Background: an optimization exercise with open tools, aiming at small area, a short achievable clock period and few clock cycles per item. Do not read the settings as production practice. RTL that was checked went through simulation tests only; none was proved equivalent to the original. For runs 3 to 5, only the layout was checked, not whether the RTL still works.

==> flow/design.v <==
module bitcoin_hash(input logic        clk, reset_n, start,
                    input logic [15:0] message_addr, output_addr,
                   output logic        done, mem_we,
                   output logic [15:0] mem_addr,
                   output logic [31:0] mem_write_data,
                    input logic [31:0] mem_read_data);
function automatic [31:0] rotr(input [31:0] x, input integer r);
    rotr = (x >> r) | (x << (32 - r));
endfunction
localparam logic [2047:0] KTAB = {
    32'hc67178f2, 32'hbef9a3f7, 32'ha4506ceb, 32'h90befffa,
    32'h8cc70208, 32'h84c87814, 32'h78a5636f, 32'h748f82ee,
    32'h682e6ff3, 32'h5b9cca4f, 32'h4ed8aa4a, 32'h391c0cb3,
    32'h34b0bcb5, 32'h2748774c, 32'h1e376c08, 32'h19a4c116,
    32'h106aa070, 32'hf40e3585, 32'hd6990624, 32'hd192e819,
    32'hc76c51a3, 32'hc24b8b70, 32'ha81a664b, 32'ha2bfe8a1,
    32'h92722c85, 32'h81c2c92e, 32'h766a0abb, 32'h650a7354,
    32'h53380d13, 32'h4d2c6dfc, 32'h2e1b2138, 32'h27b70a85,
    32'h14292967, 32'h06ca6351, 32'hd5a79147, 32'hc6e00bf3,
    32'hbf597fc7, 32'hb00327c8, 32'ha831c66d, 32'h983e5152,
    32'h76f988da, 32'h5cb0a9dc, 32'h4a7484aa, 32'h2de92c6f,
    32'h240ca1cc, 32'h0fc19dc6, 32'hefbe4786, 32'he49b69c1,
    32'hc19bf174, 32'h9bdc06a7, 32'h80deb1fe, 32'h72be5d74,
    32'h550c7dc3, 32'h243185be, 32'h12835b01, 32'hd807aa98,
    32'hab1c5ed5, 32'h923f82a4, 32'h59f111f1, 32'h3956c25b,
    32'he9b5dba5, 32'hb5c0fbcf, 32'h71374491, 32'h428a2f98};
localparam logic [31:0] IV0 = 32'h6a09e667, IV1 = 32'hbb67ae85, IV2 = 32'h3c6ef372, IV3 = 32'ha54ff53a,
                        IV4 = 32'h510e527f, IV5 = 32'h9b05688c, IV6 = 32'h1f83d9ab, IV7 = 32'h5be0cd19;
function automatic [63:0] csa(input [31:0] x, input [31:0] y, input [31:0] z);
    csa = {x ^ y ^ z, ((x & y) | (x & z) | (y & z)) << 1};
endfunction
function automatic [31:0] add_bk(input [31:0] x, input [31:0] y);
    logic [31:0] gg, pp;
    gg = x & y;
    pp = x ^ y;
    for (int l = 0; l < 5; l++)
        for (int i = 0; i < 32; i++)
            if (((i + 1) % (2 << l)) == 0) begin
                gg[i] = gg[i] | (pp[i] & gg[i - (1 << l)]);
                pp[i] = pp[i] & pp[i - (1 << l)];
            end
    for (int l = 3; l >= 0; l--)
        for (int i = 0; i < 32; i++)
            if (((i + 1) % (2 << l)) == (1 << l) && i >= (2 << l)) begin
                gg[i] = gg[i] | (pp[i] & gg[i - (1 << l)]);
                pp[i] = pp[i] & pp[i - (1 << l)];
            end
    add_bk = (x ^ y) ^ {gg[30:0], 1'b0};
endfunction
logic [31:0] a, b, c, d, e, f, g, h;
logic [31:0] w [0:15];
logic [31:0] ra [0:3];
logic [31:0] re [0:3];
logic [31:0] m;
logic        busy;       
logic        pro;        
logic [7:0]  tau;        
logic [3:0]  nonce;
logic        we_r;
logic [15:0] addr_r;
assign done           = ~busy;
assign mem_we         = we_r;
assign mem_addr       = addr_r;
assign mem_write_data = d;
logic        busy_n, pro_n, we_n;
logic [7:0]  tau_n;
logic [3:0]  nonce_n;
always_comb begin
    busy_n = busy; pro_n = pro; tau_n = tau + 8'd1; nonce_n = nonce;
    we_n = 1'b0;
    if (!busy) begin
        tau_n = 8'd0;
        pro_n = 1'b1;
        nonce_n = 4'd0;
        if (start) busy_n = 1'b1;
    end else if (pro) begin
        if (tau == 8'd81) begin pro_n = 1'b0; tau_n = 8'd0; end
    end else begin
        if (tau == 8'd134) we_n = 1'b1;
        if (tau == 8'd135) begin
            tau_n = 8'd0;
            nonce_n = nonce + 4'd1;
            if (nonce == 4'd15) busy_n = 1'b0;
        end
    end
end
localparam SEL_RND = 2'd0, SEL_ROT = 2'd1, SEL_IV = 2'd2, SEL_MID = 2'd3;
typedef struct packed {
    logic [1:0] asel;       
    logic       emit_w;     
    logic       emit_r;     
    logic       yzero;      
    logic [1:0] wsel;       
    logic [2:0] wc;         
    logic       kz1;        
    logic       kfold;      
    logic       kiv;        
    logic       tp;         
    logic       aload;      
    logic       awr;        
    logic [1:0] ainc;       
} ctrl_t;
function automatic ctrl_t decode(input logic bz, input logic pr, input logic [7:0] t);
    ctrl_t r;
    r = '0;
    r.asel = SEL_ROT;
    r.tp = t[0];            
    if (!bz) begin
        r.aload = 1'b1;
    end else if (pr) begin
        if (t == 8'd71) r.aload = 1'b1;
        if (t == 8'd72) r.ainc = 2'd1;
        if (t >= 8'd2 && t <= 8'd17) r.wsel = 2'd1;
        if (t == 8'd1 || t == 8'd9) r.asel = SEL_IV;
        if (t >= 8'd2 && t <= 8'd5) begin r.emit_r = 1'b1; r.yzero = 1'b1; end
        if (t == 8'd8 || t == 8'd80) r.kz1 = 1'b1;
        if (t == 8'd9) r.kiv = 1'b1;
        if (t >= 8'd10 && t <= 8'd73) r.asel = SEL_RND;
        if (t >= 8'd74 && t <= 8'd77) r.emit_r = 1'b1;
        if (t >= 8'd78) r.asel = SEL_MID;
        if (t >= 8'd74 && t <= 8'd76) r.wsel = 2'd1;
        if (t >= 8'd77) r.wsel = 2'd2;
        if (t == 8'd78) r.wc = 3'd2;         
    end else begin
        if (t <= 8'd63) r.asel = SEL_RND;
        if (t >= 8'd64 && t <= 8'd67) r.emit_w = 1'b1;
        if (t == 8'd67) begin r.asel = SEL_IV; r.kiv = 1'b1; end
        if (t == 8'd66 || t == 8'd134) r.kz1 = 1'b1;
        if (t == 8'd130) r.kfold = 1'b1;
        if (t >= 8'd68 && t <= 8'd131) r.asel = SEL_RND;
        if (t >= 8'd132) r.asel = SEL_MID;
        if (t == 8'd125) r.aload = 1'b1;
        if (t == 8'd126) r.ainc = 2'd1;
        if (t == 8'd133) begin r.aload = 1'b1; r.awr = 1'b1; end
        if (t == 8'd134) r.ainc = 2'd2;
        if (t <= 8'd7) begin r.wsel = 2'd2; r.wc = (t == 8'd7) ? 3'd3 : 3'd0; end
        if (t >= 8'd68 && t <= 8'd75) begin
            r.wsel = 2'd2;
            r.wc = (t == 8'd68) ? 3'd2 : (t == 8'd75) ? 3'd4 : 3'd0;
        end
        if (t >= 8'd128 && t <= 8'd130) r.wsel = 2'd1;
        if (t >= 8'd131) begin
            r.wsel = 2'd2;
            r.wc = (t == 8'd131) ? 3'd1 : (t == 8'd132) ? 3'd2 : 3'd0;
        end
    end
    decode = r;
endfunction
ctrl_t ct, ct_n;
assign ct_n = decode(busy, pro_n, tau_n);
always_ff @(posedge clk, negedge reset_n) begin
    if (!reset_n) begin
        busy  <= 1'b0;
        we_r  <= 1'b0;
    end else begin
        busy  <= busy_n;
        we_r  <= we_n;
    end
end
always_ff @(posedge clk) begin
    pro   <= pro_n;
    tau   <= tau_n;
    nonce <= nonce_n;
    ct    <= ct_n;
end
logic [5:0] kidx;       
logic [31:0] kr;        
logic [3:0] wnonce;     
always_ff @(posedge clk) begin
    kidx   <= ct_n.kz1 ? 6'd0 : kidx + 6'd1;
    kr     <= ct_n.kfold ? 32'hc67178f2 + IV0 : ct_n.kiv ? 32'h428a2f98 + IV7 : KTAB[32*kidx +: 32];
    wnonce <= pro ? 4'd0 : nonce + 4'd1;
end
wire [31:0] s1  = rotr(e, 6) ^ rotr(e, 11) ^ rotr(e, 25);
wire [31:0] ch  = (e & f) ^ (~e & g);
wire [31:0] s0  = rotr(a, 2) ^ rotr(a, 13) ^ rotr(a, 22);
wire [31:0] maj = (a & b) ^ (a & c) ^ (b & c);
wire [31:0] c1s, c1c, c2s, c2c, c3s, c3c, e1s, e1c, e2s, e2c;
wire [31:0] chm = (e & (f ^ m)) | (~e & (g ^ m));           
wire [31:0] mj  = (a & (b | c)) | (~a & (b & c));           
assign c1s = chm ^ mj;
assign c1c = ((m & (ch | mj)) | (~m & (ch & mj))) << 1;     
assign {c2s, c2c} = csa(s0, s1, c1s);
assign {c3s, c3c} = csa(c2s, c2c, c1c);
wire [31:0] fmd = f ^ m ^ d, gmd = g ^ m ^ d;
wire [31:0] fmc = (f & m) | (f & d) | (m & d), gmc = (g & m) | (g & d) | (m & d);
assign e1s = (e & fmd) | (~e & gmd);         
assign e1c = ((e & fmc) | (~e & gmc)) << 1;
assign {e2s, e2c} = csa(e1s, e1c, s1);
wire        rnd   = (ct.asel == SEL_RND);
wire [31:0] a_cy  = add_bk(c3s, c3c) ^ c3s ^ c3c;
wire [31:0] e_cy  = add_bk(e2s, e2c) ^ e2s ^ e2c;
wire [31:0] m1s, m1c;
assign {m1s, m1c} = csa(w[9], g & {32{~ct.kiv}}, kr);
wire [31:0] sg0 = rotr(w[1], 7) ^ rotr(w[1], 18) ^ (w[1] >> 3);
wire [31:0] sg1 = rotr(w[14], 17) ^ rotr(w[14], 19) ^ (w[14] >> 10);
wire [31:0] n1s, n1c, n2s, n2c;
assign {n1s, n1c} = csa(sg1, w[9], sg0);
assign {n2s, n2c} = csa(n1s, n1c, w[0]);
wire [31:0] w_next = add_bk(n2s, n2c);
wire [31:0] xa = ct.tp ? c : a;
wire [31:0] xe = ct.tp ? g : e;
wire [31:0] sum_a = add_bk(xa, ra[3] & {32{~ct.yzero}});
wire [31:0] sum_e = add_bk(xe, re[3] & {32{~ct.yzero}});
wire [31:0] mid_a = ct.tp ? ra[2] : ra[0];
wire [31:0] mid_e = ct.tp ? re[2] : re[0];
logic [31:0] wconst, w_in, a_in, e_in, a_oth, e_oth;
always_comb begin
    case (ct.wc)
    3'd1:    wconst = {28'd0, wnonce};
    3'd2:    wconst = 32'h80000000;
    3'd3:    wconst = 32'd640;
    3'd4:    wconst = 32'd256;
    default: wconst = 32'd0;
    endcase
    if (ct.emit_w) w_in = sum_e;
    else case (ct.wsel)
    2'd0:    w_in = w_next;
    2'd1:    w_in = mem_read_data;
    default: w_in = wconst;
    endcase
    case (ct.asel)
    SEL_IV:  begin a_oth = IV0; e_oth = IV4; end
    SEL_MID: begin a_oth = mid_a; e_oth = mid_e; end
    default: begin a_oth = d; e_oth = h; end
    endcase
    a_in = (rnd ? c3s ^ c3c : a_oth) ^ (a_cy & {32{rnd}});
    e_in = (rnd ? e2s ^ e2c : e_oth) ^ (e_cy & {32{rnd}});
end
wire ivl = (ct.asel == SEL_IV);
always_ff @(posedge clk) begin
    a <= a_in; b <= ivl ? IV1 : a; c <= ivl ? IV2 : b; d <= ivl ? IV3 : c;
    e <= e_in; f <= ivl ? IV5 : e; g <= ivl ? IV6 : f; h <= ivl ? IV7 : g;
    for (int i = 0; i < 15; i++) w[i] <= w[i+1];
    w[11] <= ct.emit_w ? sum_a : w[12];
    w[15] <= w_in;
    ra[0] <= ct.emit_r ? sum_a : ra[3]; ra[1] <= ra[0]; ra[2] <= ra[1]; ra[3] <= ra[2];
    re[0] <= ct.emit_r ? sum_e : re[3]; re[1] <= re[0]; re[2] <= re[1]; re[3] <= re[2];
    m <= add_bk(m1s, m1c);
    addr_r <= ct.aload ? (ct.awr ? output_addr : message_addr)
                       : addr_r + ((ct.ainc == 2'd1) ? 16'd16 : (ct.ainc == 2'd2) ? {12'd0, nonce} : 16'd1);
end
endmodule
==> flow/flow/run.sh <==
#!/bin/bash
# Layout with the standard flow (standard.sh), with these changes:
#  - synthesis skips the full-adder extraction (ADDER_MAP_FILE empty), so the
#    carry-save adders of the SHA-256 round map to faster XOR/majority logic;
#    synthesis script, passes, flattening and renaming are otherwise standard;
#  - optionally, ports are buffered with buf_2 cells.
set -euo pipefail
EXTRA="ADDER_MAP_FILE= SETUP_SLACK_MARGIN=6.6 'BUFFER_PORTS_ARGS=-buffer_cell sky130_fd_sc_hd__buf_2'"
sed "s|\"\${@:-finish}\"|$EXTRA \"\${@:-finish}\"|" standard.sh > standard_own.sh
grep -q 'SETUP_SLACK_MARGIN=6.6' standard_own.sh
bash standard_own.sh synth > synth.log 2>&1
bash standard_own.sh finish > layout.log 2>&1
==> flow/standard.sh <==
#!/bin/bash
# synth_recipe.tcl (not shown) runs the flow's synth.tcl, then flattens the netlist and writes it again
# the make line also repeats each setting of config.mk as NAME=value (left out here)
make -C /OpenROAD-flow-scripts/flow DESIGN_CONFIG=/design/flow/config.mk WORK_HOME=/design/flow/orfs CLKGATE_MAP_FILE= SYNTH_SCRIPT=/design/flow/synth_recipe.tcl "${@:-finish}"
==> flow/config.mk <==
export PLATFORM = sky130hd
export DESIGN_NAME = bitcoin_hash
export DESIGN_NICKNAME = bitcoin_hash
export VERILOG_FILES = /design/flow/design.v
export SDC_FILE = /design/flow/constraint.sdc
export NUM_CORES = 8
export LEC_CHECK = 0
export ABC_AREA = 1
export CAP_MARGIN = 20
export CORE_MARGIN = 2
export CORE_UTILIZATION = 40
export CTS_CLUSTER_DIAMETER = 100
export CTS_CLUSTER_SIZE = 20
export PLACE_DENSITY = 0.8
export SETUP_SLACK_MARGIN = 5
export SLEW_MARGIN = 20
==> flow/constraint.sdc <==
create_clock -name core_clock -period 10.0 [get_ports {clk}]
set_input_delay 2.0000 -clock core_clock [delete_from_list [all_inputs] [get_ports {clk}]]
set_output_delay 2.0000 -clock core_clock [all_outputs]
set_load 0.01 [all_outputs]
==> run notes, run 1 <==
status finished clean; unique cell type count in the Yosys netlist 79; final setup fails 0; H-tree depth 3; max-slew violations 0; post-synthesis register bit count 1144; cell row count ~130; Tcrit/Tclk final 33.8%; Fin Hold WS 0.312 ns; Compound-Gate Fraction of Synth Area between 10% and 20%; average wire per standard cell ~19 um; overflow left after global routing 0; Req. time, crit path roughly 8 ns; die height ~370 um; Avg Cell Area, Syn between 7 and 8 um2; setup TNS 0 ns; detailed-route via count just under 50000; CP Class register to output port; Worst Setup Slack post-DPL about 5.7 ns; Max Clock Skew around 0.041 ns; Syn-to-layout area delta 14.6%; largest delay contributor family on the critical path flip-flops; worst path arrival time around 1.4 ns; CP max stage delay about 0.5 ns; Syn Inst Count around 7400; adder-cell share of the synthesized area 0%; nets@finish approximately 7600; CTS tree yes; Routed WL between 150 and 200 mm; Cell Chain, Critical Path buf_2; Final WS setup between 6 and 7 ns; DRC 0; Syn Nets ~7400; fmax 0.296 GHz; CTS Hold Bufs 0; initial drt markers approximately 5200; largest family of logic cells by synthesized area simple AND/OR/NAND/NOR gates; CP max FO 5; WP buf/inv 1; Async SR Flop Fraction less than 1%; IO Port Bufs approximately 120; Clock transition at path regs around 0.090 ns; Ys Warns 4; GPL Wtd Cong around 0.98; total CTS buffers between 60 and 70; Slew headroom around a quarter; vias per inst around 5.3; Synth area leaders dfxtp_1, nand2_1, inv_1, xor2_1, o21ai_0; Slowest cell on crit path dfxtp_1; top cell type's share of synthesized area between 40% and 50%; overall routing resource usage between 20% and 30%; number of synthesized flops with an enable pin 0; cell with the most instances after synthesis nand2_1; # fillers about 13000; startpoint class of the critical path register; Chip Width about 370 um; XOR/XNOR share of the synthesized area 9.11%; crit end category output port; max cap viols 0; Die ar. 0.135 mm2; worst skew pair latency 0.70 ns; DPL Wire Length ~130 mm; # IOs ~120; post-synthesis sequential area ratio 43.4%; Placed Cells a little over 9000; Fin. Hold Viols 0; post-route ant nets 0; synth cell count leaders nand2_1, dfxtp_1, inv_1; multi-input gate area in the final layout 0.0275 mm2; area taken by flip-flops and latches about 0.023 mm2; crit path time final 3.38 ns; dominant synthesized flop cell dfxtp_1; global-route wire length before repair roughly 250 mm; Synth area leader dfxtp_1; Clock Root Buffer clkbuf_16; vias in the first global route between 40000 and 50000; simple-gate share of the synthesized area 27.3%; slew at the pin with the worst max-slew slack around 1.1 ns; hold crit path type register to register; Initial Util between 40% and 50%; largest net degree at the start of global routing 86; Clock Sinks approximately 1100; Core Box Area between 0.1 and 0.15 mm2; initial antenna violation count 11; layout cells sized above 1 around 15%; post-synthesis mux area share 0%; DRT Pass-1 Iters 6; Clock Path Buffers 3; synthesized cell area roughly 0.053 mm2; RSZ-0062 raised after global routing yes; Non-Filler Instances ~9300
==> path summary, 6_finish.rpt <==
check,slack (ns),cells after the start,from,end
worst min register to register,0.31,0,w[2][14],w[1][14]
min in group asynchronous,1.09,1,reset_n,busy
worst max register to register,6.63,24,e[19],e[31]
worst max-delay path,6.62,1,d[13],mem_write_data[13]
worst min-delay path,0.31,0,w[2][14],w[1][14]
max in group asynchronous,8.81,1,reset_n,busy
==> cell usage in the layout, fill, tap and decap left out, types with 74 or more instances in the layout <==
cell type and count:
xor2_1 272, buf_2 116, or2_2 74, xnor2_1 142
dfxtp_2 76, dfxtp_1 994, nor2_1 481, nand3_1 345
xor2_2 75, buf_4 119, o21ai_0 467, a21oi_1 219
nand2_2 160, nand2_1 2135, inv_1 907
==> state kept, by name, indices dropped and copies added (netlist names), 4 cells and up <==
| register | flops |
|---|---|
| ra | 128 |
| re | 128 |
| d | 32 |
| addr_r | 16 |
| c | 32 |
| e | 32 |
| w | 512 |
| a | 32 |
| nonce | 4 |
| h | 32 |
| kidx | 6 |
| kr | 32 |
| b | 32 |
| f | 32 |
| m | 32 |
| wnonce | 4 |
| tau | 8 |
| g | 32 |
| ct | 15 |
==> cells by family (layout without fill, tap and decap cells) <==
logic type | after synthesis | after routing
xor+xnor | 530 | 530
flops | 1144 | 1144
simple gates | 3485 | 3485
buf+inv | 1152 | 1304
other cells | 0 | 4
compound gates | 1061 | 1061
==> what timing repair did <==
item | in CTS | in global routing
resized for setup | 141 | 604
setup endpoints to repair | 188 | 127
buffers inserted | 23 | 81
gates cloned | 3 | 7
pin swaps | 6 | 108
==> stage by stage <==
stage | area, um2 | util (%)
after CTS | 57500 | 43.9
after detailed placement | 54900 | 41.9
final | 60400 | 46.1
after floorplan | 52700 | -
after global routing | 60400 | 46.1
after global placement | 54900 | 41.9
==> per-layer routing <==
layer	share of wire, %	global-route usage [%]
met5	0.012	0
met1	39	30.6
met3	9.3	4.13
met2	46	40.8
met4	6.6	13.1
==> area by class of cell <==
| class | count | share of cell area (%) |
|---|---|---|
| diodes | 4 | 0.0166 |
| well taps | 1755 | 3.63 |
| repair buffers | 255 | 3.15 |
| clock inverters | 7 | 0.166 |
| inverters | 965 | 6.12 |
| repair inverters | 3 | 0.0476 |
| multi-input cells | 5076 | 45.5 |
| clock buffers | 74 | 2.90 |
| flip-flops and latches | 1144 | 38.5 |
Testbench counts, summed over its fixed seeds: cycles 90,360, hashes 640.
==> run 2, diff against run 1 <==
--- a/flow/flow/run.sh
+++ b/flow/flow/run.sh
@@ -6,7 +6,7 @@
 #  - optionally, ports are buffered with buf_2 cells.
 set -euo pipefail
-EXTRA="ADDER_MAP_FILE= SETUP_SLACK_MARGIN=6.6 'BUFFER_PORTS_ARGS=-buffer_cell sky130_fd_sc_hd__buf_2'"
+EXTRA="ADDER_MAP_FILE= SETUP_SLACK_MARGIN=6.5 'BUFFER_PORTS_ARGS=-buffer_cell sky130_fd_sc_hd__buf_2'"
 sed "s|\"\${@:-finish}\"|$EXTRA \"\${@:-finish}\"|" standard.sh > standard_own.sh
-grep -q 'SETUP_SLACK_MARGIN=6.6' standard_own.sh
+grep -q 'SETUP_SLACK_MARGIN=6.5' standard_own.sh
 bash standard_own.sh synth > synth.log 2>&1
 bash standard_own.sh finish > layout.log 2>&1
==> run 2 against run 1 <==
  * Still clean
  * Non-clock buffer count down 28
  * Final area down 1.9%
  * Via count down 1.2%
  * Final cell count down 0.33%
  * Flip-flop and latch count unchanged
  * Die area unchanged
  * Worst setup slack worse by 0.042 ns
  * Area after synthesis unchanged
  * Core utilization down 0.86 points
  * Critical path type unchanged
==> run notes, run 2 <==
slew at the pin with the worst max-slew slack 1.10 ns (-0.0318 ns); crit path time final 3.42 ns (+0.0415 ns); Fin. Hold Viols 0 (unchanged); CP max stage delay 0.46 ns (-0.04 ns); cell with the most instances after synthesis nand2_1; synthesized cell area 0.0527 mm2 (unchanged); max-slew violations 0 (unchanged); Avg Cell Area, Syn 7.16 um2 (unchanged); Clock transition at path regs 0.09 ns (about the same); Highest Signal Layer met5; final setup fails 0 (unchanged); layout cells sized above 1 12.2% (-2.6 points); Syn Inst Count 7372 (unchanged); initial antenna violation count 11 (unchanged); Ys Warns 4 (unchanged); Final Core Density 45.2% (-0.86 points); overall routing resource usage 24.5% (-0.16 points); CP max FO 6 (+1); largest net degree at the start of global routing 86 (unchanged); DRT Pass-1 Iters 8 (+2); status finished clean; post-route ant nets 0 (unchanged); post-synthesis sequential area ratio 43.4% (unchanged); initial drt markers 5151 (-1.7%); RSZ-0062 raised after global routing yes; dominant synthesized flop cell dfxtp_1; worst path arrival time 1.42 ns (+0.04 ns); fmax 0.292 GHz (-1.2%); vias per inst 5.21 (-0.84%); Cell Chain, Critical Path inv_2 -> buf_2; Die ar. 0.135 mm2 (unchanged); biggest registers after layout w (512), ra (128), re (128); Tcrit/Tclk final 34.2% (+0.42 points); max reg flops 512 (unchanged); nets@finish 7550 (-0.38%); worst skew pair latency 0.69 ns (about the same); H-tree depth 3 (unchanged); Core Box Area 0.131 mm2 (unchanged); cell row count 133 (unchanged); Async SR Flop Fraction 0.175% (unchanged); global-route wire length before repair 253 mm (-0.60%); max cap viols 0 (unchanged); IO Port Bufs 116 (unchanged); Clock Root Buffer clkbuf_16; Syn Nets 7439 (unchanged); most frequent cells in the layout nand2_1, dfxtp_1, inv_1; GPL Wtd Cong 0.984 (unchanged); synth cell count leaders nand2_1, dfxtp_1, inv_1; Initial Util 40.2% (unchanged); Biggest register w; CP Class register to output port; unique cell type count in the Yosys netlist 79 (unchanged); total CTS buffers 67 (unchanged); number of synthesized flops with an enable pin 0 (unchanged); DPL Wire Length 133 mm (unchanged); die height 367 um (unchanged); Req. time, crit path 8.00 ns (about the same); top cell type's share of synthesized area 43.3% (unchanged); Worst Setup Slack post-DPL 5.70 ns (unchanged); hold crit path type register to register; Routed WL 177 mm (-1.5%); detailed-route via count 48200 (-1.2%); overflow left after global routing 0 (unchanged); startpoint class of the critical path register; Slew headroom 26.9% (+2.1 points); Synth area leaders dfxtp_1, nand2_1, inv_1, xor2_1, o21ai_0; Slowest cell on crit path dfrtp_2; Clock Path Buffers 3 (unchanged); vias in the first global route 44300 (-0.27%); commonest non-fill, non-tap cell in the layout nand2_1; crit end category output port; Syn-to-layout area delta 12.5%; post-synthesis register bit count 1144 (unchanged); Final WS setup 6.58 ns (-0.0415 ns); routed wl met2 80.0 mm (-2.1%); average wire per standard cell 19.1 um (-1.1%); largest delay contributor family on the critical path flip-flops; CTS tree yes; CTS Hold Bufs 0 (unchanged); setup TNS 0 ns (unchanged); WL met3 16.0 mm (-3.9%); Chip Width 367 um (unchanged); Max Clock Skew 0.0354 ns (-0.00582 ns); Clock Sinks 1144 (unchanged); DRC 0 (unchanged); Met1 Wirelength 69.2 mm (about the same); # IOs 117 (unchanged); Synth area leader dfxtp_1; WP buf/inv 2 (+1)
run 2: cell counts after synthesis:
No cell type changed its count.
run 2: worst paths after layout:
check                          from        to  slack [ns]  cells past startpoint
min in group asynchronous   reset_n      busy        1.09                      1
setup reg to reg              a[27]     a[29]        6.62                     24
setup / recovery               busy      done        6.58                      2
hold reg to reg            w[8][12]  w[7][12]        0.31                      0
hold / removal             w[8][12]  w[7][12]        0.31                      0
max in group asynchronous   reset_n      busy        8.81                      1
run 2: layer usage:
metal	up-vias	GRT usage (%)
li1	23200	-
met1	22400	30.4
met2	2094	40.5
met3	533	3.98
met4	4	13.2
met5	-	0
run 2: worst reg2reg max path, delay by kind of cell (launching register included):
kind / cells / cell delay, ns
xor gates and xnor gates: 2 / 0.50
DFF: 1 / 0.55
and+or+nand+nor: 21 / 1.93
buffers and inverters: 1 / 0.29
run 2: cells by family (layout without fill, tap and decap cells):
family | after synthesis | after routing | synth area share [%]
simple gates | 3485 | 3485 | 27.3
buf+inv | 1152 | 1275 | 8.52
flops | 1144 | 1144 | 43.4
compound gates | 1061 | 1061 | 11.6
xor+xnor | 530 | 530 | 9.11
other cells | 0 | 2 | 0
run 2: cell type report:
class,instances,area [um2]
inverters,965,3670
repair inverters,2,17.5
fillers,12900,71800
diodes,2,5.00
repair buffers,227,1650
clock inverters,7,100
flip-flops and latches,1144,23200
multi-input cells,5076,26700
clock buffers,74,1750
well taps,1755,2200
run 2: repair_timing:
item | CTS | global route
endpoints found under the setup margin | 176 | 132
gates resized for setup | 86 | 418
buffers inserted | 4 | 73
cloned | 1 | 7
pin swaps | 1 | 65
run 2: stage by stage:
step | std cells | instance area (um2) | hold WS (ns)
2_1_floorplan | 7372 | 52700 | 0.310
3_3_place_gp | 9083 | 54900 | 0.310
3_5_place_dp | 9084 | 54900 | 0.312
4_1_cts | 9170 | 57100 | 0.312
5_1_grt | 9251 | 59300 | 0.320
6_report | 9252 | 59300 | 0.310
==> run 3, diff against run 2 <==
--- a/flow/design.v
+++ b/flow/design.v
@@ -58,9 +58,10 @@
 logic [3:0]  nonce;
 logic        we_r;
+logic        done_r;     
 logic [15:0] addr_r;
-assign done           = ~busy;
+assign done           = done_r;
 assign mem_we         = we_r;
 assign mem_addr       = addr_r;
-assign mem_write_data = d;
+assign mem_write_data = c;
 logic        busy_n, pro_n, we_n;
 logic [7:0]  tau_n;
@@ -77,9 +78,9 @@
         if (tau == 8'd81) begin pro_n = 1'b0; tau_n = 8'd0; end
     end else begin
-        if (tau == 8'd134) we_n = 1'b1;
+        if (tau == 8'd133) we_n = 1'b1;
+        if (tau == 8'd134 && nonce == 4'd15) busy_n = 1'b0;
         if (tau == 8'd135) begin
             tau_n = 8'd0;
             nonce_n = nonce + 4'd1;
-            if (nonce == 4'd15) busy_n = 1'b0;
         end
     end
@@ -132,6 +133,6 @@
         if (t == 8'd125) r.aload = 1'b1;
         if (t == 8'd126) r.ainc = 2'd1;
-        if (t == 8'd133) begin r.aload = 1'b1; r.awr = 1'b1; end
-        if (t == 8'd134) r.ainc = 2'd2;
+        if (t == 8'd132) begin r.aload = 1'b1; r.awr = 1'b1; end
+        if (t == 8'd133) r.ainc = 2'd2;
         if (t <= 8'd7) begin r.wsel = 2'd2; r.wc = (t == 8'd7) ? 3'd3 : 3'd0; end
         if (t >= 8'd68 && t <= 8'd75) begin
@@ -151,9 +152,11 @@
 always_ff @(posedge clk, negedge reset_n) begin
     if (!reset_n) begin
-        busy  <= 1'b0;
-        we_r  <= 1'b0;
+        busy   <= 1'b0;
+        done_r <= 1'b1;
+        we_r   <= 1'b0;
     end else begin
-        busy  <= busy_n;
-        we_r  <= we_n;
+        busy   <= busy_n;
+        done_r <= ~busy_n;
+        we_r   <= we_n;
     end
 end
==> run 3 against run 2 <==
  * Final cell count about the same
  * Flip-flop and latch count up 1
  * Area after synthesis up 0.34%
  * Global-route usage up 1.2 points
  * Largest cell class unchanged
  * Hold slack better by 0.0065 ns
  * Critical path depth up 19
  * Non-clock buffer count up 23
  * Register-to-register slack worse by 0.26 ns
==> run notes, run 3 <==
status finished clean; max cap viols 0 (unchanged); setup TNS 0 ns (unchanged); post-synthesis mux area share 0.0189% (+0.019 points); commonest non-fill, non-tap cell in the layout nand2_1; Async SR Flop Fraction 0.262% (+0.087 points); fmax 0.275 GHz (-5.9%); average wire per standard cell 20.0 um (+4.5%); overflow left after global routing 0 (unchanged); Biggest register w; cell row count 133 (unchanged); DRC 0 (unchanged); Max Clock Skew 0.0400 ns (+0.00456 ns); Syn Nets 7416 (-0.31%); largest family of logic cells by synthesized area simple AND/OR/NAND/NOR gates; CTS Hold Bufs 0 (unchanged); post-route ant nets 0 (unchanged); Clock Root Buffer clkbuf_16; crit end category register; worst skew pair latency 0.72 ns (+0.03 ns); global-route wire length before repair 264 mm (+4.4%); cell with the most instances after synthesis nand2_1; FF-to-FF setup slack 6.36 ns (-0.26 ns); Register-to-Register Path Depth 21 (-13%); most frequent cells in the layout nand2_1, dfxtp_1, inv_1; worst path arrival time 4.21 ns (+2.79 ns); GPL Wtd Cong 1.01 (+2.7%); dominant synthesized flop cell dfxtp_1; detailed-route via count 48600 (+0.80%); DPL Wire Length 138 mm (+3.4%); Req. time, crit path 10.57 ns (+2.57 ns); final setup fails 0 (unchanged); CP Class register to register; Ys Warns 4 (unchanged); CP startpoint e[14]; startpoint class of the critical path register; post-synthesis sequential area ratio 43.3% (-0.099 points); # IOs 117 (unchanged); adder-cell share of the synthesized area 0.0378% (+0.038 points); vias per inst 5.26 (+0.82%); Slew headroom 20.2% (-6.7 points); H-tree depth 3 (unchanged); Clock Path Buffers 3 (unchanged); CTS tree yes; Die ar. 0.135 mm2 (+0.34%); slew at the pin with the worst max-slew slack 1.20 ns (+0.101 ns); Critical Path Sink e[23]; max reg flops 512 (unchanged); Routed WL 185 mm (+4.5%); FF-to-FF Start e[14]; unique cell type count in the Yosys netlist 74 (-6.3%); post-synthesis register bit count 1145 (+0.087%); vias in the first global route 44400 (+0.19%); nets@finish 7548 (-0.026%); synthesized cell area 0.0529 mm2 (+0.34%); Avg Cell Area, Syn 7.20 um2 (+0.66%); top cell type's share of synthesized area 43.2% (-0.15 points); hold crit path type register to register; CP max FO 6 (unchanged); Fin. Hold Viols 0 (unchanged); # diodes 0 (-2); number of synthesized flops with an enable pin 0 (unchanged); RSZ-0062 raised after global routing yes; biggest registers after layout w (512), ra (128), re (128); DRT Pass-1 Iters 7 (-1); Clock transition at path regs 0.10 ns (about the same); simple-gate share of the synthesized area 27.5% (+0.18 points); Synth area leaders dfxtp_1, nand2_1, inv_1, xor2_1, o21ai_0; Syn-to-layout area delta 13.4%; Syn Inst Count 7349 (-0.31%); Tcrit/Tclk final 36.4% (+2.1 points); Compound-Gate Fraction of Synth Area 11.8% (+0.18 points); layout cells sized above 1 13.9% (+1.8 points); Core Box Area 0.131 mm2 (+0.25%); Synth area leader dfxtp_1; total CTS buffers 68 (+1.5%); overall routing resource usage 25.7% (+1.2 points); die height 368 um (+0.17%); max-slew violations 0 (unchanged); Fin Hold WS 0.317 ns (+0.00651 ns); worst r2r dst e[23]; crit path time final 3.64 ns (+0.215 ns); Initial Util 40.3% (about the same); initial drt markers 5352 (+3.9%); initial antenna violation count 7 (-4); largest net degree at the start of global routing 93 (+8.1%); XOR/XNOR share of the synthesized area 8.89% (-0.23 points); synth cell count leaders nand2_1, dfxtp_1, inv_1; Chip Width 368 um (+0.17%); IO Port Bufs 116 (unchanged); Clock Sinks 1145 (+0.087%)
==> run 3: stage by stage <==
stage	util [%]	setup slack, ns	std cells	instance area (um2)
after floorplan	-	7.23	7349	52900
after global placement	41.9	5.47	9060	55000
after detailed placement	41.9	5.40	9060	55000
after CTS	43.8	6.50	9159	57600
after global routing	45.7	6.20	9250	60000
final	45.7	6.36	9250	60000
==> run 3: cell families (layout without fill, tap and decap cells) <==
| logic type | after synthesis | count (layout) |
|---|---|---|
| and+or+nand+nor | 3471 | 3471 |
| xor gates and xnor gates | 513 | 513 |
| AOI/OAI and AO/OA | 1085 | 1085 |
| muxes | 1 | 1 |
| buffers and inverters | 1132 | 1278 |
| DFF | 1145 | 1145 |
| adders and majority gates | 2 | 2 |
==> run 3: final cells by class <==
class                   count  area, um2
fillers                 12800      71400
flip-flops and latches   1145      23200
clock buffers              71       1710
clock inverters            13        196
repair inverters            1       8.76
well taps                1755       2200
repair buffers            250       1980
inverters                 943       3600
multi-input cells        5072      27100
==> run 3: timing repair <==
item / CTS / global route
setup buffers: 11 / 85
endpoints found under the hold margin: 0 / 0
gates resized for setup: 123 / 432
gates cloned: 4 / 6
pin swaps: 3 / 91
setup endpoints to repair: 185 / 131
==> run 3: worst max-delay path, stage by stage, from the launching register on <==
cell      delay [ns]
dfxtp_4         0.41
inv_4           0.07
nand2_1         0.05
nand3b_1        0.25
nand2_2         0.16
xor2_2          0.20
or2_1           0.26
nand2_1         0.07
nand2_1         0.06
nand4_1         0.25
nand2_1         0.18
nor2_2          0.16
nand4_1         0.17
nor2_2          0.19
nand2_4         0.11
nand2_4         0.11
nand2_1         0.07
nand2_1         0.09
a21oi_1         0.12
o21ai_0         0.24
nand2_1         0.10
xnor2_1         0.16
==> run 3: how the worst min path moves through the flow <==
stage                endpoint  cells past startpoint      start  slack (ns)
finish              ra[2][12]                      0  ra[1][12]        0.32
global route          w[6][5]                      0    w[7][5]        0.32
CTS                  w[7][12]                      0   w[8][12]        0.32
detailed placement  w[12][18]                      0  w[13][18]        0.31
global placement      w[6][9]                      0    w[7][9]        0.31
floorplan            ra[2][0]                      0   ra[1][0]        0.31
==> run 3: per-layer routing <==
| layer | global-route usage [%] | wire (um) |
|---|---|---|
| met3 | 4.20 | 16700 |
| met2 | 42.2 | 84400 |
| met5 | 0 | 29 |
| met1 | 32.6 | 72900 |
| met4 | 12.8 | 10700 |
==> run 4, diff against run 3 <==
--- a/flow/design.v
+++ b/flow/design.v
@@ -184,6 +184,6 @@
 assign c1s = chm ^ mj;
 assign c1c = ((m & (ch | mj)) | (~m & (ch & mj))) << 1;     
-assign {c2s, c2c} = csa(s0, s1, c1s);
-assign {c3s, c3c} = csa(c2s, c2c, c1c);
+assign {c2s, c2c} = csa(c1s, c1c, s0);
+assign {c3s, c3c} = csa(c2s, c2c, s1);
 wire [31:0] fmd = f ^ m ^ d, gmd = g ^ m ^ d;
 wire [31:0] fmc = (f & m) | (f & d) | (m & d), gmc = (g & m) | (g & d) | (m & d);
==> run 4 against run 3 <==
  * Synthesized cell count is 2.3% higher
  * Worst setup slack better by 0.16 ns
  * Final area down 0.28%
  * Register-to-register slack improved by 0.16 ns
  * Core utilization is essentially flat
  * Hold slack worse by 0.011 ns
  * First-iteration DRC count shrank 2.2%
==> run notes, run 4 <==
fmax 0.288 GHz (+4.7%); CP max FO 24 (+18); Ys Warns 4 (unchanged); Fin. Hold Viols 0 (unchanged); overall routing resource usage 25.4% (-0.28 points); largest net degree at the start of global routing 90 (-3.2%); vias per inst 5.25 (-0.18%); final setup fails 0 (unchanged); Syn Nets 7588 (+2.3%); slew at the pin with the worst max-slew slack 1.14 ns (-0.0585 ns); Clock Root Buffer clkbuf_16; post-synthesis sequential area ratio 43.5% (+0.14 points); Clock Path Buffers 3 (unchanged); cell row count 133 (unchanged); Worst Setup Slack post-DPL 5.59 ns (+0.188 ns); most frequent cells in the layout nand2_1, dfxtp_1, inv_1; unique cell type count in the Yosys netlist 70 (-5.4%); DRT Pass-1 Iters 6 (-1); synth cell count leaders nand2_1, dfxtp_1, inv_1; RSZ-0062 raised after global routing yes; Final Core Density 45.7% (about the same); crit path time final 3.47 ns (-0.164 ns); Biggest register w; average wire per standard cell 19.3 um (-3.5%); IO Port Bufs 116 (unchanged); commonest non-fill, non-tap cell in the layout nand2_1; nets@finish 7722 (+2.3%); cell with the most instances after synthesis nand2_1; Req. time, crit path 10.53 ns (-0.04 ns); Avg Cell Area, Syn 7.02 um2 (-2.6%); crit end category register; dominant synthesized flop cell dfxtp_1; Cell Chain, Critical Path buf_4 -> inv_4 -> nor2_1 -> nand3_1 -> nor4_2 -> nand2_1 -> nand2_1 -> nor2_1 -> nand3_1 -> inv_1 -> nor2_2 -> nand2_1 -> nor2_4 -> o21ai_4 -> nand2_4 -> a211oi_2; Tcrit/Tclk final 34.7% (-1.6 points); H-tree depth 3 (unchanged); initial drt markers 5236 (-2.2%); DPL Wire Length 137 mm (-0.60%); Final WS setup 6.53 ns (+0.164 ns); DRC 0 (unchanged); detailed-route via count 49500 (+1.7%); global-route wire length before repair 263 mm (-0.59%); total CTS buffers 70 (+2.9%); initial antenna violation count 6 (-1); Max Clock Skew 0.0495 ns (+0.00945 ns); Chip Width 367 um (-0.16%); layout cells sized above 1 12.4% (-1.5 points); final instance area 0.0599 mm2 (-0.28%); setup TNS 0 ns (unchanged); max-slew violations 0 (unchanged); Slowest cell on crit path a211oi_2; Core Box Area 0.131 mm2 (-0.25%); Clock Sinks 1145 (unchanged); number of synthesized flops with an enable pin 0 (unchanged); CP Class register to register; vias in the first global route 45900 (+3.3%); startpoint class of the critical path register; Routed WL 182 mm (-1.6%); placed inst area 0.0549 mm2 (-0.19%); post-synthesis register bit count 1145 (unchanged); CP max stage delay 0.46 ns (+0.05 ns); CTS tree yes; max reg flops 512 (unchanged); Syn-to-layout area delta 13.5% (about the same); die height 367 um (-0.16%); Synth area leaders dfxtp_1, nand2_1, inv_1, xor2_1, nand3_1; synthesized cell area 0.0528 mm2 (-0.32%); GPL Wtd Cong 0.975 (-3.4%); Synth area leader dfxtp_1; CP most frequent cell nand2_1; post-route ant nets 0 (unchanged); top cell type's share of synthesized area 43.3% (+0.14 points); Die ar. 0.135 mm2 (-0.31%); overflow left after global routing 0 (unchanged); Slew headroom 24.1% (+3.9 points); Initial Util 40.2% (about the same); # IOs 117 (unchanged); worst skew pair latency 0.72 ns (about the same); max cap viols 0 (unchanged); status finished clean; Clock transition at path regs 0.09 ns (about the same); Fin Hold WS 0.306 ns (-0.0113 ns); worst path arrival time 4.01 ns (-0.20 ns); Syn Inst Count 7521 (+2.3%); biggest registers after layout w (512), ra (128), re (128); hold crit path type register to register; Async SR Flop Fraction 0.262% (unchanged)
[run 4: critical path, delay by kind of cell, from the launching register on]
kind	cells	cell delay, ns
and+or+nand+nor	11	1.46
buffers and inverters	3	0.75
AOI/OAI and AO/OA	2	0.69
DFF	1	0.41
[run 4: logic make-up after synthesis]
logic type	after synthesis	synth area share [%]
adders and majority gates	2	0.0403
DFF	1145	43.5
buffers and inverters	1149	8.45
and+or+nand+nor	3670	28.5
muxes	1	0.0190
AOI/OAI and AO/OA	1075	11.5
xor gates and xnor gates	479	7.98
[run 4: layer usage]
layer	part of all wire, %	up-vias	track usage (%)
met1	40	23000	31.7
met2	45	2075	42.0
met3	8.4	555	3.76
met4	6.6	0	13.9
li1	-	23800	-
met5	0	-	0
[run 4: cell type report]
type	instances	area (um2)
fillers	12900	71300
clock inverters	14	186
inverters	951	3630
repair inverters	3	25.0
flip-flops and latches	1145	23300
multi-input cells	5227	26800
clock buffers	75	1790
well taps	1755	2200
repair buffers	257	1960
diodes	1	2.50
[run 4: worst paths after layout]
check | start | to | slack (ns) | cells after the start
setup / recovery | tau[0] | kr[23] | 6.53 | 16
hold / removal | w[7][3] | w[6][3] | 0.31 | 0
setup reg to reg | tau[0] | kr[23] | 6.53 | 16
hold reg to reg | w[7][3] | w[6][3] | 0.31 | 0
max in group asynchronous | reset_n | done_r | 8.73 | 1
min in group asynchronous | reset_n | busy | 1.06 | 1
[run 4: what timing repair did]
item | CTS | global route
hold buffers | 0 | 0
setup buffers | 15 | 85
endpoints found under the setup margin | 193 | 147
gates cloned | 2 | 8
pin swaps | 3 | 81
resized for setup | 123 | 508
[run 4: stage by stage]
| stage | cells |
|---|---|
| final | 9428 |
| after global routing | 9428 |
| after CTS | 9334 |
| after detailed placement | 9228 |
| after global placement | 9228 |
| after floorplan | 7521 |
==> run 5, diff against run 4 <==
--- a/flow/design.v
+++ b/flow/design.v
@@ -184,6 +184,6 @@
 assign c1s = chm ^ mj;
 assign c1c = ((m & (ch | mj)) | (~m & (ch & mj))) << 1;     
-assign {c2s, c2c} = csa(c1s, c1c, s0);
-assign {c3s, c3c} = csa(c2s, c2c, s1);
+assign {c2s, c2c} = csa(s0, s1, c1s);
+assign {c3s, c3c} = csa(c2s, c2c, c1c);
 wire [31:0] fmd = f ^ m ^ d, gmd = g ^ m ^ d;
 wire [31:0] fmc = (f & m) | (f & d) | (m & d), gmc = (g & m) | (g & d) | (m & d);
--- a/flow/flow/run.sh
+++ b/flow/flow/run.sh
@@ -6,7 +6,7 @@
 #  - optionally, ports are buffered with buf_2 cells.
 set -euo pipefail
-EXTRA="ADDER_MAP_FILE= SETUP_SLACK_MARGIN=6.5 'BUFFER_PORTS_ARGS=-buffer_cell sky130_fd_sc_hd__buf_2'"
+EXTRA="ADDER_MAP_FILE= SETUP_SLACK_MARGIN=6.55 'BUFFER_PORTS_ARGS=-buffer_cell sky130_fd_sc_hd__buf_2'"
 sed "s|\"\${@:-finish}\"|$EXTRA \"\${@:-finish}\"|" standard.sh > standard_own.sh
-grep -q 'SETUP_SLACK_MARGIN=6.5' standard_own.sh
+grep -q 'SETUP_SLACK_MARGIN=6.55' standard_own.sh
 bash standard_own.sh synth > synth.log 2>&1
 bash standard_own.sh finish > layout.log 2>&1
==> run 5 against run 4 <==
  * Critical path type unchanged
  * Register-to-register slack worse by 0.02 ns
  * Flip-flop and latch count unchanged
==> run notes, run 5 <==
most frequent cells in the layout nand2_1, dfxtp_1, inv_1; WP buf/inv 1 (-2); Async SR Flop Fraction 0.262% (unchanged); Routed WL 186 mm (+2.4%); RSZ-0062 raised after global routing yes; IO Port Bufs 116 (unchanged); CP max stage delay 0.39 ns (-0.07 ns); Syn-to-layout area delta 14.8%; CP most frequent cell nand2_4; Die ar. 0.135 mm2 (+0.32%); setup TNS 0 ns (unchanged); Tcrit/Tclk final 34.9% (+0.18 points); multi-input gate area in the final layout 0.0276 mm2 (+3.0%); post-route ant nets 0 (unchanged); average wire per standard cell 20.0 um (+4.0%); synthesized cell area 0.0529 mm2 (+0.32%); cell with the most instances after synthesis nand2_1; Clock Sinks 1145 (unchanged); vias per inst 5.27 (+0.36%); slew at the pin with the worst max-slew slack 1.18 ns (+0.0441 ns); placed inst area 0.0550 mm2 (+0.19%); CTS Hold Bufs 0 (unchanged); initial drt markers 5101 (-2.6%); overflow left after global routing 0 (unchanged); status finished clean; overall routing resource usage 25.7% (+0.34 points); nets@finish 7577 (-1.9%); max reg flops 512 (unchanged); cell row count 133 (unchanged); synth cell count leaders nand2_1, dfxtp_1, inv_1; Clock transition at path regs 0.10 ns (about the same); largest net degree at the start of global routing 93 (+3.3%); Fin. Hold Viols 0 (unchanged); Chip Width 368 um (+0.16%); max cap viols 0 (unchanged); Ys Warns 4 (unchanged); Synth area leaders dfxtp_1, nand2_1, inv_1, xor2_1, o21ai_0; # IOs 117 (unchanged); Fin Hold WS 0.320 ns (+0.0142 ns); crit end category register; dominant synthesized flop cell dfxtp_1; Clock Path Buffers 3 (unchanged); startpoint class of the critical path register; top cell type's share of synthesized area 43.2% (-0.14 points); worst skew pair latency 0.72 ns (about the same); Syn Nets 7416 (-2.3%); DRT Pass-1 Iters 14 (+8); die height 368 um (+0.16%); crit path time final 3.49 ns (+0.0184 ns); DRC 0 (unchanged); hold crit path type register to register; vias in the first global route 44500 (-2.9%); CP startpoint e[14]; Slew headroom 21.1% (-2.9 points); Biggest register w; total CTS buffers 68 (-2.9%); DPL Wire Length 138 mm (+0.60%); Synth area leader dfxtp_1; Clock Root Buffer clkbuf_16; max-slew violations 0 (unchanged); CP Class register to register; Avg Cell Area, Syn 7.20 um2 (+2.7%); post-synthesis sequential area ratio 43.3% (-0.14 points); post-synthesis register bit count 1145 (unchanged); Core Box Area 0.131 mm2 (+0.25%); H-tree depth 3 (unchanged); Req. time, crit path 10.62 ns (+0.09 ns); FF-to-FF Start e[14]; number of synthesized flops with an enable pin 0 (unchanged); final instance area 0.0608 mm2 (+1.5%); detailed-route via count 48900 (-1.2%); layout cells sized above 1 15.6% (+3.1 points); final setup fails 0 (unchanged); worst path arrival time 4.11 ns (+0.10 ns); Syn Inst Count 7349 (-2.3%); commonest non-fill, non-tap cell in the layout nand2_1; Max Clock Skew 0.0383 ns (-0.0112 ns); area taken by flip-flops and latches 0.0233 mm2 (about the same); Final Core Density 46.2% (+0.58 points); CP max FO 6 (-75%); biggest registers after layout w (512), ra (128), re (128); CTS tree yes; Slowest cell on crit path dfxtp_4; Initial Util 40.3% (about the same); fmax 0.286 GHz (-0.53%); largest delay contributor family on the critical path simple AND/OR/NAND/NOR gates; global-route wire length before repair 265 mm (+0.79%); GPL Wtd Cong 1.01 (+3.5%); initial antenna violation count 6 (unchanged); min-delay src w[8][12]; unique cell type count in the Yosys netlist 74 (+5.7%); # fillers 12600 (-2.2%)
## run 5: logic make-up (layout without fill, tap and decap cells)
group	after synthesis	in the layout	share of synthesized area, %
mux	1	1	0.0189
compound gates	1085	1085	11.8
simple gates	3471	3471	27.5
fa+ha+maj	2	2	0.0378
flops	1145	1145	43.3
other cells	0	4	0
buf+inv	1132	1307	8.43
xor+xnor	513	513	8.89
## run 5: per-layer routing
layer | GRT usage (%) | vias up | routed length [um]
li1 | - | 23300 | -
met1 | 32.5 | 22800 | 72500
met2 | 42.1 | 2237 | 84800
met3 | 4.43 | 555 | 17200
met4 | 13.1 | 2 | 11600
met5 | 0 | - | 15
## run 5: per-stage QoR
| step | worst slack, ns | cells |
|---|---|---|
| after floorplan | 7.23 | 7349 |
| after global placement | 5.47 | 9060 |
| after detailed placement | 5.40 | 9060 |
| after CTS | 6.54 | 9164 |
| after global routing | 6.37 | 9279 |
| final | 6.51 | 9283 |
## run 5: cell type report
class	count	area share [%]
Inverter	943	5.94
Clock inverter	13	0.323
Timing Repair Buffer	279	3.59
Sequential cell	1145	38.3
Multi-Input combinational cell	5072	45.4
Tap cell	1755	3.61
Clock buffer	71	2.82
Timing Repair inverter	1	0.0144
Antenna cell	4	0.0165
## run 5: worst paths after layout
path / depth (start not counted) / slack (ns) / to
setup / recovery: 26 / 6.51 / e[31]
hold / removal: 0 / 0.32 / w[7][12]
setup reg to reg: 26 / 6.51 / e[31]
hold reg to reg: 0 / 0.32 / w[7][12]
max in group asynchronous: 1 / 8.73 / done_r
min in group asynchronous: 1 / 1.07 / we_r
## run 5: what timing repair did
| item | in CTS | in global routing |
|---|---|---|
| cloned | 5 | 4 |
| setup buffers | 15 | 111 |
| endpoints found under the setup margin | 189 | 140 |
| pin swaps | 5 | 122 |
| resized for setup | 153 | 542 |
| endpoints found under the hold margin | 0 | 0 |
==> run 6, diff against run 5 <==
--- a/flow/design.v
+++ b/flow/design.v
@@ -29,4 +29,19 @@
 function automatic [63:0] csa(input [31:0] x, input [31:0] y, input [31:0] z);
     csa = {x ^ y ^ z, ((x & y) | (x & z) | (y & z)) << 1};
+endfunction
+function automatic [31:0] add_sk(input [31:0] x, input [31:0] y);
+    logic [31:0] gg, pp, g2, p2;
+    gg = x & y;
+    pp = x | y;
+    for (int l = 0; l < 5; l++) begin
+        g2 = gg; p2 = pp;
+        for (int i = 0; i < 32; i++)
+            if ((i >> l) & 1) begin
+                g2[i] = gg[i] | (pp[i] & gg[((i >> l) << l) - 1]);
+                p2[i] = pp[i] & pp[((i >> l) << l) - 1];
+            end
+        gg = g2; pp = p2;
+    end
+    add_sk = (x ^ y) ^ {gg[30:0], 1'b0};
 endfunction
 function automatic [31:0] add_bk(input [31:0] x, input [31:0] y);
@@ -184,6 +199,6 @@
 assign c1s = chm ^ mj;
 assign c1c = ((m & (ch | mj)) | (~m & (ch & mj))) << 1;     
-assign {c2s, c2c} = csa(s0, s1, c1s);
-assign {c3s, c3c} = csa(c2s, c2c, c1c);
+assign {c2s, c2c} = csa(c1s, c1c, s0);
+assign {c3s, c3c} = csa(c2s, c2c, s1);
 wire [31:0] fmd = f ^ m ^ d, gmd = g ^ m ^ d;
 wire [31:0] fmc = (f & m) | (f & d) | (m & d), gmc = (g & m) | (g & d) | (m & d);
@@ -192,6 +207,6 @@
 assign {e2s, e2c} = csa(e1s, e1c, s1);
 wire        rnd   = (ct.asel == SEL_RND);
-wire [31:0] a_cy  = add_bk(c3s, c3c) ^ c3s ^ c3c;
-wire [31:0] e_cy  = add_bk(e2s, e2c) ^ e2s ^ e2c;
+wire [31:0] a_cy  = add_sk(c3s, c3c) ^ c3s ^ c3c;
+wire [31:0] e_cy  = add_sk(e2s, e2c) ^ e2s ^ e2c;
 wire [31:0] m1s, m1c;
 assign {m1s, m1c} = csa(w[9], g & {32{~ct.kiv}}, kr);
==> run 6 against run 5 <==
  * Area after synthesis decreased by 0.25%
  * Register-to-register slack improved by 0.11 ns
  * Final area is 3.3% lower
  * Synthesized cell count up 1.0%
  * Sequential share of layout area rose by 1.2 points
  * Clock skew increased by 0.0086 ns
  * Maximum frequency grew 3.1%
  * Routed wire length down 5.8%
==> run notes, run 6 <==
CP max FO 19 (+13); cell with the most instances after synthesis nand2_1; hold crit path type register to register; average wire per standard cell 18.9 um (-5.7%); synth cell count leaders nand2_1, dfxtp_1, inv_1; overflow left after global routing 0 (unchanged); Fin. Hold Viols 0 (unchanged); Met1 Wirelength 69.6 mm (-3.9%); instance count on the critical path 10 (-62%); cell row count 133 (unchanged); Non-Filler Instances 9276 (-0.075%); Routed WL 175 mm (-5.8%); max-slew violations 0 (unchanged); post-route ant nets 0 (unchanged); CTS tree yes; Ys Warns 4 (unchanged); biggest registers after layout w (512), ra (128), re (128); simple-gate share of the synthesized area 27.6% (+0.11 points); WHS Path Cells 0 (unchanged); Req. time, crit path 10.58 ns (-0.04 ns); WL met3 16.9 mm (-1.6%); max reg flops 512 (unchanged); max cap viols 0 (unchanged); Final WS setup 6.61 ns (+0.106 ns); Synth area leader dfxtp_1; Core Box Area 0.131 mm2 (-0.13%); Cell Chain, Critical Path inv_1 -> nor2_2 -> inv_1 -> nor2_1 -> inv_1 -> nand2_1 -> nand2_1 -> o32ai_1 -> nor2_1 -> o31ai_1; Highest Signal Layer met5; routed wl met2 79.4 mm (-6.3%); Placed Cells 9129 (+0.76%); most frequent cells in the layout nand2_1, dfxtp_1, inv_1; GPL Wtd Cong 0.998 (-1.2%); DPL Wire Length 132 mm (-4.0%); CP most frequent cell inv_1; post-synthesis sequential area ratio 43.4% (+0.11 points); setup TNS 0 ns (unchanged); initial antenna violation count 3 (-3); Chip Width 367 um (-0.13%); Max Clock Skew 0.0469 ns (+0.00862 ns); Syn Inst Count 7426 (+1.0%); IO Port Bufs 116 (unchanged); adder-cell share of the synthesized area 0.0190% (-0.019 points); Slew headroom 28.1% (+7.0 points); XOR/XNOR share of the synthesized area 8.75% (-0.14 points); synthesized cell area 0.0528 mm2 (-0.25%); H-tree depth 3 (unchanged); nets@finish 7575 (-0.026%); Clock Root Buffer clkbuf_16; vias in the first global route 43900 (-1.5%); # IOs 117 (unchanged); startpoint class of the critical path register; DRC 0 (unchanged); number of synthesized flops with an enable pin 0 (unchanged); largest net degree at the start of global routing 85 (-8.6%); Clock transition at path regs 0.08 ns (-0.02 ns); post-synthesis mux area share 0% (-0.019 points); RSZ-0062 raised after global routing yes; Avg Cell Area, Syn 7.11 um2 (-1.3%); final instance area 0.0588 mm2 (-3.3%); Async SR Flop Fraction 0.262% (unchanged); crit path time final 3.39 ns (-0.106 ns); die height 367 um (-0.13%); Biggest register w; placed inst area 0.0549 mm2 (-0.17%); unique cell type count in the Yosys netlist 75 (+1.4%); Compound-Gate Fraction of Synth Area 11.5% (-0.29 points); Final Core Density 44.8% (-1.5 points); CP Class register to register; Clock Sinks 1145 (unchanged); commonest non-fill, non-tap cell in the layout nand2_1; layout cells sized above 1 10.8% (-4.7 points); initial drt markers 5063 (-0.74%); largest family of logic cells by synthesized area simple AND/OR/NAND/NOR gates; CP max stage delay 0.58 ns (+0.19 ns); Worst Setup Slack post-DPL 5.13 ns (-0.271 ns); detailed-route via count 48200 (-1.4%); Tcrit/Tclk final 33.9% (-1.1 points); Register-to-Register Path Depth 10 (-62%); Slowest cell on crit path dfxtp_2; vias per inst 5.19 (-1.4%); worst path arrival time 3.96 ns (-0.15 ns); worst skew pair latency 0.71 ns (about the same); WP buf/inv 3 (+2); total CTS buffers 68 (unchanged); Synth area leaders dfxtp_1, nand2_1, inv_1, xor2_1, o21ai_0; final setup fails 0 (unchanged); dominant synthesized flop cell dfxtp_1; Syn Nets 7493 (+1.0%); largest delay contributor family on the critical path simple AND/OR/NAND/NOR gates; Initial Util 40.2% (-0.051 points); overall routing resource usage 24.4% (-1.4 points); slew at the pin with the worst max-slew slack 1.08 ns (-0.106 ns); post-synthesis register bit count 1145 (unchanged); crit end category register; top cell type's share of synthesized area 43.3% (+0.11 points); Clock Path Buffers 3 (unchanged); fmax 0.295 GHz (+3.1%); DRT Pass-1 Iters 8 (-6); status finished clean; Fin Hold WS 0.308 ns (-0.0120 ns); Syn-to-layout area delta 11.3%; global-route wire length before repair 252 mm (-4.7%); Die ar. 0.135 mm2 (-0.25%)
## run 6: cell count changes after synthesis, sizes merged, moves of 7 or more
cell,delta
a31oi,+8
xnor2,-11
nor2,+38
nand3b,+15
o22ai,+19
nand3,-54
o32ai,-8
clkbuf,+12
nand4,+7
xor2,+22
or2,+29
o21ai,-59
inv,+44
## run 6: layout make-up
cell class	instances	area, um2
fillers	12800	72500
multi-input cells	5099	26300
flip-flops and latches	1145	23200
inverters	987	3730
well taps	1755	2200
clock buffers	72	1750
repair buffers	206	1510
clock inverters	10	106
repair inverters	1	8.76
diodes	1	2.50
## run 6: path summary, 6_finish.rpt
path | to | startpoint | slack, ns
worst max-delay path | kr[3] | kidx[2] | 6.61
worst min-delay path | w[2][20] | w[3][20] | 0.31
worst max register to register | kr[3] | kidx[2] | 6.61
worst min register to register | w[2][20] | w[3][20] | 0.31
max in group asynchronous | done_r | reset_n | 8.72
min in group asynchronous | we_r | reset_n | 1.08
## run 6: timing repair
item | in CTS | in global routing
endpoints found under the hold margin | 0 | 0
resized for setup | 77 | 334
buffers inserted | 6 | 48
hold buffers | 0 | 0
endpoints found under the setup margin | 187 | 135
gates cloned | 2 | 8
pin swaps | 1 | 34
## run 6: logic make-up after synthesis
kind of cell,Yosys count
AOI/OAI and AO/OA,1063
and+or+nand+nor,3509
adders and majority gates,1
buffers and inverters,1184
xor gates and xnor gates,524
DFF,1145
## run 6: per-layer routing
layer,global-route usage [%],vias up
li1,-,23300
met1,30.4,22400
met2,39.7,2012
met3,5.04,417
met4,12.4,4
met5,0,-
Testbench counts of run 6, summed over its fixed seeds: cycles 90,320, hashes 640.
==> run 7, diff against run 6 <==
--- a/flow/flow/run.sh
+++ b/flow/flow/run.sh
@@ -6,7 +6,7 @@
 #  - optionally, ports are buffered with buf_2 cells.
 set -euo pipefail
-EXTRA="ADDER_MAP_FILE= SETUP_SLACK_MARGIN=6.55 'BUFFER_PORTS_ARGS=-buffer_cell sky130_fd_sc_hd__buf_2'"
+EXTRA="ADDER_MAP_FILE= SETUP_SLACK_MARGIN=6.45 'BUFFER_PORTS_ARGS=-buffer_cell sky130_fd_sc_hd__buf_2'"
 sed "s|\"\${@:-finish}\"|$EXTRA \"\${@:-finish}\"|" standard.sh > standard_own.sh
-grep -q 'SETUP_SLACK_MARGIN=6.55' standard_own.sh
+grep -q 'SETUP_SLACK_MARGIN=6.45' standard_own.sh
 bash standard_own.sh synth > synth.log 2>&1
 bash standard_own.sh finish > layout.log 2>&1
==> run 7 against run 6 <==
  * Clock skew is 0.0096 ns lower
  * Hold slack gained 0.0042 ns
  * Synthesized cell count unchanged
  * Critical endpoint is now e[19]
  * Sequential share of layout area rose by 0.40 points
  * Global-route usage shrank 0.086 points
  * Flip-flop and latch count stayed put
  * Core utilization decreased by 0.60 points
  * Register-to-register slack got worse by 0.12 ns
  * Critical path type unchanged
  * Largest cell class unchanged
  * Final area is 1.3% lower
  * Worst setup slack lost 0.12 ns
==> run notes, run 7 <==
global-route wire length before repair 252 mm (-0.25%); largest delay contributor family on the critical path compound AO/OA/AOI/OAI gates; detailed-route via count 48000 (-0.45%); Fin Hold WS 0.312 ns (+0.00423 ns); DRC 0 (unchanged); Initial Util 40.2% (unchanged); worst r2r dst e[19]; RSZ-0062 raised after global routing yes; CP max stage delay 0.64 ns (+0.06 ns); layout cells sized above 1 9.12% (-1.7 points); Slew headroom 32.5% (+4.3 points); vias in the first global route 43800 (-0.25%); Biggest register w; max-slew violations 0 (unchanged); Syn-to-layout area delta 9.79%; Req. time, crit path 10.59 ns (about the same); average wire per standard cell 18.8 um (-0.39%); hold crit path type register to register; worst skew pair latency 0.70 ns (about the same); Register-to-Register Path Depth 16 (+6); synth cell count leaders nand2_1, dfxtp_1, inv_1; final setup fails 0 (unchanged); DPL Wire Length 132 mm (unchanged); synthesized cell area 0.0528 mm2 (unchanged); min-delay src w[15][5]; initial drt markers 4939 (-2.4%); worst path arrival time 4.10 ns (+0.14 ns); unique cell type count in the Yosys netlist 75 (unchanged); Avg Cell Area, Syn 7.11 um2 (unchanged); total CTS buffers 68 (unchanged); Chip Width 367 um (unchanged); max reg flops 512 (unchanged); startpoint class of the critical path register; Syn Inst Count 7426 (unchanged); status finished clean; Clock transition at path regs 0.09 ns (about the same); # fillers 12900 (+0.79%); slew at the pin with the worst max-slew slack 1.01 ns (-0.0635 ns); CP max FO 8 (-11); Syn Nets 7493 (unchanged); Slowest cell on crit path xor2_1; nets@finish 7541 (-0.45%); CTS tree yes; Core Box Area 0.131 mm2 (unchanged); most frequent cells in the layout nand2_1, dfxtp_1, inv_1; commonest non-fill, non-tap cell in the layout nand2_1; Clock Sinks 1145 (unchanged); multi-input gate area in the final layout 0.0259 mm2 (-1.5%)
run 7: cell counts after synthesis:
No cell type changed its count.
run 7: logic make-up after synthesis:
logic type / after synthesis / synth area share (%)
AND/OR/NAND/NOR: 3509 / 27.6
buffers and inverters: 1184 / 8.69
flip-flops: 1145 / 43.4
AO/OA/AOI/OAI: 1063 / 11.5
XOR/XNOR: 524 / 8.75
adder cells (fa/ha/maj): 1 / 0.0190
run 7: area by class of cell:
cell class | instances | share of cell area (%)
clock buffer | 72 | 3.02
inverter | 987 | 6.43
sequential | 1145 | 39.9
timing repair buffer | 173 | 2.07
clock inverter | 10 | 0.183
antenna | 1 | 0.00432
multi-input combinational | 5098 | 44.6
timing repair inverter | 1 | 0.0151
tap | 1755 | 3.79
run 7: worst max path at each step:
stage                start        end  slack, ns  cells past startpoint
finish                e[2]      e[19]       6.49                     16
global route        tau[0]  w[11][23]       6.35                     23
CTS                 ct[13]  w[15][31]       6.42                     26
detailed placement  tau[0]  w[15][31]       5.13                     28
global placement    tau[0]  w[15][31]       5.21                     27
floorplan             e[3]      a[21]       7.17                     24
run 7: repair_timing:
action / 4_1_cts / 5_1_grt
endpoints found under the setup margin: 166 / 134
pin swaps: 0 / 20
buffers inserted: 5 / 17
endpoints found under the hold margin: 0 / 0
gates cloned: 1 / 6
gates resized for setup: 38 / 235
run 7: metrics by stage:
stage | setup WS [ns] | instances | utilization [%] | cell area (um2)
floorplan | 7.17 | 7426 | - | 52800
global placement | 5.21 | 9129 | 41.8 | 54900
detailed placement | 5.13 | 9129 | 41.8 | 54900
CTS | 6.42 | 9217 | 43.4 | 57000
global route | 6.35 | 9241 | 44.1 | 58000
finish | 6.49 | 9242 | 44.1 | 58000
run 7: metal layers:
| layer | track usage (%) | vias to the layer above | share of wire (%) |
|---|---|---|---|
| li1 | - | 23200 | - |
| met1 | 30.4 | 22400 | 40 |
| met2 | 39.6 | 1950 | 45 |
| met3 | 4.79 | 406 | 9.1 |
| met4 | 12.5 | 4 | 5.4 |
| met5 | 0 | - | 0.016 |
run 7: worst register-to-register path: stages, from the launching register on:
cell      delay [ns]
dfxtp_4         0.47
xor2_1          0.23
xor2_1          0.64
inv_1           0.20
o21ai_0         0.40
nor2_1          0.12
inv_1           0.09
a21oi_1         0.07
a31oi_1         0.15
inv_1           0.14
a21oi_4         0.28
buf_4           0.19
nand2_8         0.09
nand2_1         0.10
nand2_1         0.09
nand3b_1        0.11
nand2_1         0.06

## what the ideal ports hide
Ports are ideal in the flow. The routed layouts listed here were re-timed in OpenROAD. Step 1: set_driving_cell puts a clkbuf_16 on clk and a buf_2 on each other input, an assumption about the parent block. Step 2, shift: input delay + t, output delay - t, t = (earliest + latest rising clock arrival at the registers) / 2. This alone moves slack from input paths to output paths. Slacks: ideal ports / drivers / drivers and shift; pairs: ideal ports / drivers.
| run | shift t [ns] | setup WS [ns] | hold WS [ns] | worst slew at a driven data input, ns |
|---|---|---|---|---|
| run 1 | 0.745 | 6.620 / 6.550 / 6.626 | 0.312 / 0.312 / 0.312 | 0.13 |
| run 2 | 0.740 | 6.578 / 6.508 / 6.622 | 0.310 / 0.310 / 0.310 | 0.13 |
| run 3 | 0.770 | 6.363 / 6.363 / 6.363 | 0.317 / 0.317 / 0.317 | 0.07 |
| run 4 | 0.759 | 6.527 / 6.527 / 6.527 | 0.306 / 0.306 / 0.306 | 0.06 |
| run 5 | 0.772 | 6.509 / 6.502 / 6.509 | 0.320 / 0.320 / 0.320 | 0.08 |
| run 6 | 0.755 | 6.615 / 6.558 / 6.615 | 0.308 / 0.308 / 0.308 | 0.07 |
| run 7 | 0.752 | 6.491 / 6.491 / 6.491 | 0.312 / 0.312 / 0.312 | 0.08 |
After both steps setup and hold are still met in every run listed.
